This is an optimization exercise on Yosys and OpenROAD, whose aim is small area and a short achievable clock period, not a production implementation. The RTL was checked by simulation tests, not by an equivalence proof against the original design.

==> flow/design.v (outline; a module is shown in full before it is edited, if it fits) <==
// module IIR: 1209 lines
// module IIR_fa: 4 lines
// module IIR_ha: 4 lines
module IIR
          (clk,
           reset,
           clk_enable,
           In1,
           ce_out,
           Out1);
  // ...
==> flow/flow/run.sh <==
#!/bin/bash
# Standard ORFS layout, with port buffers of a plain buffer cell and timing
# repair aimed below the clock period (the SDC is unchanged).
set -euo pipefail
bash standard.sh SETUP_SLACK_MARGIN=5.3 "BUFFER_PORTS_ARGS=-buffer_cell sky130_fd_sc_hd__buf_2" ABC_AREA=1 finish > flow_make.log 2>&1
==> flow/standard.sh <==
#!/bin/bash
# synth_recipe.tcl (not shown) runs the flow's synth.tcl, then flattens the netlist and writes it again
# the make line also repeats each setting of config.mk as NAME=value (left out here)
make -C /OpenROAD-flow-scripts/flow DESIGN_CONFIG=/design/flow/config.mk WORK_HOME=/design/flow/orfs CLKGATE_MAP_FILE= SYNTH_SCRIPT=/design/flow/synth_recipe.tcl "${@:-finish}"
==> flow/config.mk <==
export PLATFORM = sky130hd
export DESIGN_NAME = IIR
export DESIGN_NICKNAME = IIR
export VERILOG_FILES = /design/flow/design.v
export SDC_FILE = /design/flow/constraint.sdc
export NUM_CORES = 4
export LEC_CHECK = 0
export CAP_MARGIN = 20
export CORE_MARGIN = 2
export CORE_UTILIZATION = 40
export SLEW_MARGIN = 20
export SYNTH_HIERARCHICAL = 1
export SYNTH_MINIMUM_KEEP_SIZE = 0
export TNS_END_PERCENT = 0
==> flow/constraint.sdc <==
create_clock -name core_clock -period 10.0 [get_ports {clk}]
set_input_delay 2.0000 -clock core_clock [delete_from_list [all_inputs] [get_ports {clk}]]
set_output_delay 2.0000 -clock core_clock [all_outputs]
set_load 0.01 [all_outputs]
==> flow_summary.toml, run 1 <==
[run_status]
status = "finished clean"

[logic_synthesis]
synthXorXnorAreaFrac_pct = 1.27
postSynthAreaPerCell_um2 = 8.66
yosys.area.top_type = "fa_1"
syn_nets = 1682
synth.area.top_cells = "fa_1, dfrtp_1, ha_1, nand2_1, inv_1"
synth_seq_cells = 84
yosysMostFrequentCell = "nand2_1"

[grt]
grt_antenna_before_repair = 0
grt_max_degree = 56
busiest_layer = "met2"

[worst_setup_path]
crit_buf_inv = 2
r2r_cells = 16
crit_fanout = 39
cp_num_cells = 2
crit_family = "buffers and inverters"

[place]
dp_slack_ns = 4.75
place_congestion = 0.817

[drt]
wl_met3_um = 990
ant_nets = 0

[finish]
dominant_cells = "multi-input combinational cells"
final_common_cell = "nand2_1"
multi_input_area_share_pct = 68.2
final_area_um2 = 12800
diodes = 0
num-multi-input-gates = 1054

[hold_path]
worst_hold_path_type = "flip-flop to flip-flop"

[sta]
fmax_mhz = 217
clock-skew-final_ns = 0.0151

[die]
initial_core_util_pct = 40.7

[clock_tree]
cts-root-buf = "clkbuf_16"
clk_path_buf_depth = 2
==> run 2: changes to the inputs <==
==> flow/flow/run.sh (replaced) <==
#!/bin/bash
# Standard ORFS layout (the standard.sh), with port buffers of a plain
# buffer cell and timing repair aimed below the clock period. The SDC and the
# clock period are unchanged; only the repair target differs. make's full
# output goes to flow_make.log, each ORFS step's log to orfs/logs.
set -euo pipefail
bash standard.sh SETUP_SLACK_MARGIN=5.6 "BUFFER_PORTS_ARGS=-buffer_cell sky130_fd_sc_hd__buf_2" finish > flow_make.log 2>&1
--- a/flow/config.mk
+++ b/flow/config.mk
@@ -5,9 +5,11 @@
 export SDC_FILE = /design/flow/constraint.sdc
 export NUM_CORES = 4
 export LEC_CHECK = 0
+export ABC_AREA = 1
 export CAP_MARGIN = 20
 export CORE_MARGIN = 2
 export CORE_UTILIZATION = 40
+export GPL_ROUTABILITY_DRIVEN = 0
 export SLEW_MARGIN = 20
 export SYNTH_HIERARCHICAL = 1
 export SYNTH_MINIMUM_KEEP_SIZE = 0
==> run 2 against run 1 <==
Compared with the run above: still clean; non-clock buffer count grew 5; flip-flop and latch count did not move; synthesized cell count unchanged; clock skew is 0.0072 ns lower; final area up 1.5%; die area stayed put; final cell count rose by 0.28%; worst hold slack is essentially flat; maximum frequency up 2.8%; critical endpoint is now s[2]$_DFFE_PP0P_.
==> flow_summary.toml, run 2 <==
[logic_synthesis]
synth_warnings = 7
synth_common_cells = "nand2_1, fa_1, inv_1"
yosys.area.top_type = "fa_1"
synthArstFlopShare_pct = 100
synth_edf_count = 0
syn_nets = 1682
postSynthAreaPerCell_um2 = 8.66
syn-cell-area_um2 = 11700
synthFlopType = "dfrtp_1"
ys_types = 47
synth_seq_cells = 84
synth.area.top_cells = "fa_1, dfrtp_1, ha_1, nand2_1, inv_1"
netlist_instances = 1352
yosysSeqAreaShare_pct = 18.1
yosysMostFrequentCell = "nand2_1"
synth.top_cell.area_share_pct = 29.8

[clock_tree]
cts_tree = "built"
cts-root-buf = "clkbuf_16"
ctsHoldBuffers = 0
numCtsBuffers = 9
worstSkewPairLatency_ns = 0.35
path_clk_slew_ns = 0.07
cts_sinks = 84
htree_levels = 3
clk_path_buf_depth = 2

[worst_setup_path]
critPathArrivalTime_ns = 4.68
start_kind = "flip-flop"
endpoint_kind = "flip-flop"
path_class = "flip-flop to flip-flop"
crit_required_ns = 10.21
crit_fanout = 4

[flow_run]
maxCapViolations = 0

[die]
num_io_pins = 36
core_area_um2 = 28800
die_w_um = 175
initial_core_util_pct = 40.7
row_count = 62
dieArea_um2 = 30600
fp.dieH_um = 175

[finish]
syn_to_final_growth_pct = 11.0
mostFrequentLayoutCells = "nand2_1, fa_1, inv_1"
final_area_um2 = 13000
drive_gt1_share_pct = 14.7
final_core_util_pct = 45.2
largest_reg_flops = 17
final_common_cell = "nand2_1"
final_net_count = 1730
diodes = 0
top_register = "t"

[sta]
drv_slew = 0
rsz0062_at_grt = "true"
fin_tns_setup_ns = 0
slew_headroom_pct = 42.6
finalCritPeriodShare_pct = 44.7
setup_viol = 0
hold_viol = 0
fmax_mhz = 224
tightest_slew_ns = 0.861
clock-skew-final_ns = 0.00787
fin_crit_ns = 4.47

[hold_path]
worst_hold_path_type = "flip-flop to flip-flop"

[drt]
drtIter0Drc = 480
drc = 0
vias_per_cell = 4.99
ant_nets = 0
vias = 8923
drt_wl_total_um = 26600
wl_per_cell_um = 14.9
firstDrtPassIters = 5

[place]
dpl-instance-area_um2 = 12200
place_hpwl_um = 19200
numPortBuffers = 30

[run_status]
status = "finished clean"

[grt]
grt_pass1_wl_um = 45600
grt-ovfl-total = 0
grt_antenna_before_repair = 0
grt_max_degree = 52
grt_usage_pct = 18.7
grt_pass1_vias = 9244
run 2: cell count changes in the layout (fill, tap and decap cells not counted), moves of 4 or more:
| cell | delta |
|---|---|
| ha_1 | -5 |
| nand2_1 | -4 |
| dfrtp_4 | +7 |
| a21oi_1 | -4 |
| ha_4 | +4 |
| dfrtp_2 | -4 |
run 2: cells by family (layout without fill, tap and decap cells):
group | after synthesis | in the layout | synth area share (%)
flip-flops | 84 | 84 | 18.1
adder cells (fa/ha/maj) | 311 | 311 | 44.4
XOR/XNOR | 17 | 17 | 1.27
AO/OA/AOI/OAI | 141 | 141 | 7.24
buffers and inverters | 214 | 266 | 7.64
AND/OR/NAND/NOR | 585 | 585 | 21.4
run 2: routing by layer:
| layer | routed length, um | vias to the layer above | part of all wire [%] | GRT usage, % |
|---|---|---|---|---|
| met3 | 1010 | 22 | 3.8 | 2.83 |
| met5 | 0 | - | 0 | 0 |
| met1 | 11900 | 4412 | 45 | 24.3 |
| met4 | 317 | 0 | 1.2 | 3.54 |
| met2 | 13300 | 113 | 50 | 33.3 |
| li1 | - | 4376 | - | - |
run 2: final cells by class:
type,count,area [um2]
fillers,2774,15800
repair buffers,74,536
inverters,177,716
multi-input cells,1054,8830
well taps,384,480
clock buffers,9,225
flip-flops and latches,84,2160
clock inverters,6,48.8
run 2: what timing repair did:
action,4_1_cts,5_1_grt
setup buffers,30,7
endpoints found under the setup margin,48,41
resized for setup,55,18
endpoints found under the hold margin,0,0
pin swaps,11,10
cloned,0,0
run 2: worst paths after layout:
path                              startpoint           endpoint  slack, ns  cells past startpoint
setup reg to reg           s[14]$_DFFE_PP0P_   s[2]$_DFFE_PP0P_       5.53                     15
min in group asynchronous              reset     vn$_DFFE_PP0P_       1.73                      2
hold reg to reg            vr[2]$_DFFE_PP0P_  vr[2]$_DFFE_PP0P_       0.47                      2
max in group asynchronous              reset  r[12]$_DFFE_PP0P_       7.18                      3
hold / removal             vr[2]$_DFFE_PP0P_  vr[2]$_DFFE_PP0P_       0.47                      2
setup / recovery           s[14]$_DFFE_PP0P_   s[2]$_DFFE_PP0P_       5.53                     15
run 2: per-module statistics from Yosys, one instance, submodules excluded:
module  cells  area [um2]  flops+latches  copies in the design
IIR_ha      1        12.5              0                    56
IIR_fa      1        20.0              0                   168
IIR      1128        7640             84                     1
run 2: through the flow:
stage	hold WS [ns]	cells	setup WS [ns]
2_1_floorplan	0.442	1352	5.55
3_3_place_gp	0.455	1736	4.80
3_5_place_dp	0.458	1736	4.73
4_1_cts	0.476	1781	5.53
5_1_grt	0.501	1788	5.31
6_report	0.475	1788	5.53
run 2: worst max-delay path, stage by stage (launching register included):
cell	delay (ns)
dfrtp_4	0.52
fa_1	0.52
fa_2	0.38
fa_1	0.50
fa_1	0.57
fa_1	0.47
ha_4	0.32
nand2_2	0.05
inv_2	0.06
nand2_2	0.06
nor2_1	0.09
nand2_1	0.09
nand2_4	0.09
inv_2	0.04
fa_2	0.51
o21ai_1	0.07

[static timing again, ports no longer ideal]
In the flow no input, the clock included, has a driving cell. The finished layouts below were timed again as built, in two steps. Step 1 assumes that a clkbuf_16 drives the clock port and a buf_2 every other input. Step 2 times the ports against the registers' clock, not the clock port: input delays grow and output delays shrink by t, the midpoint of the rising clock arrivals with the driver on. Slacks: ideal / step 1 / step 2; pairs: ideal / step 1.
run | shift t [ns] | setup slack, ns | hold WS [ns] | worst setup path at the end
run 1 | 0.390 | 5.401 / 5.369 / 5.378 | 0.475 / 0.475 / 0.475 | input to output
run 2 | 0.392 | 5.527 / 5.504 / 5.504 | 0.475 / 0.475 / 0.475 | input to output
After both steps setup and hold are still met in every run listed.
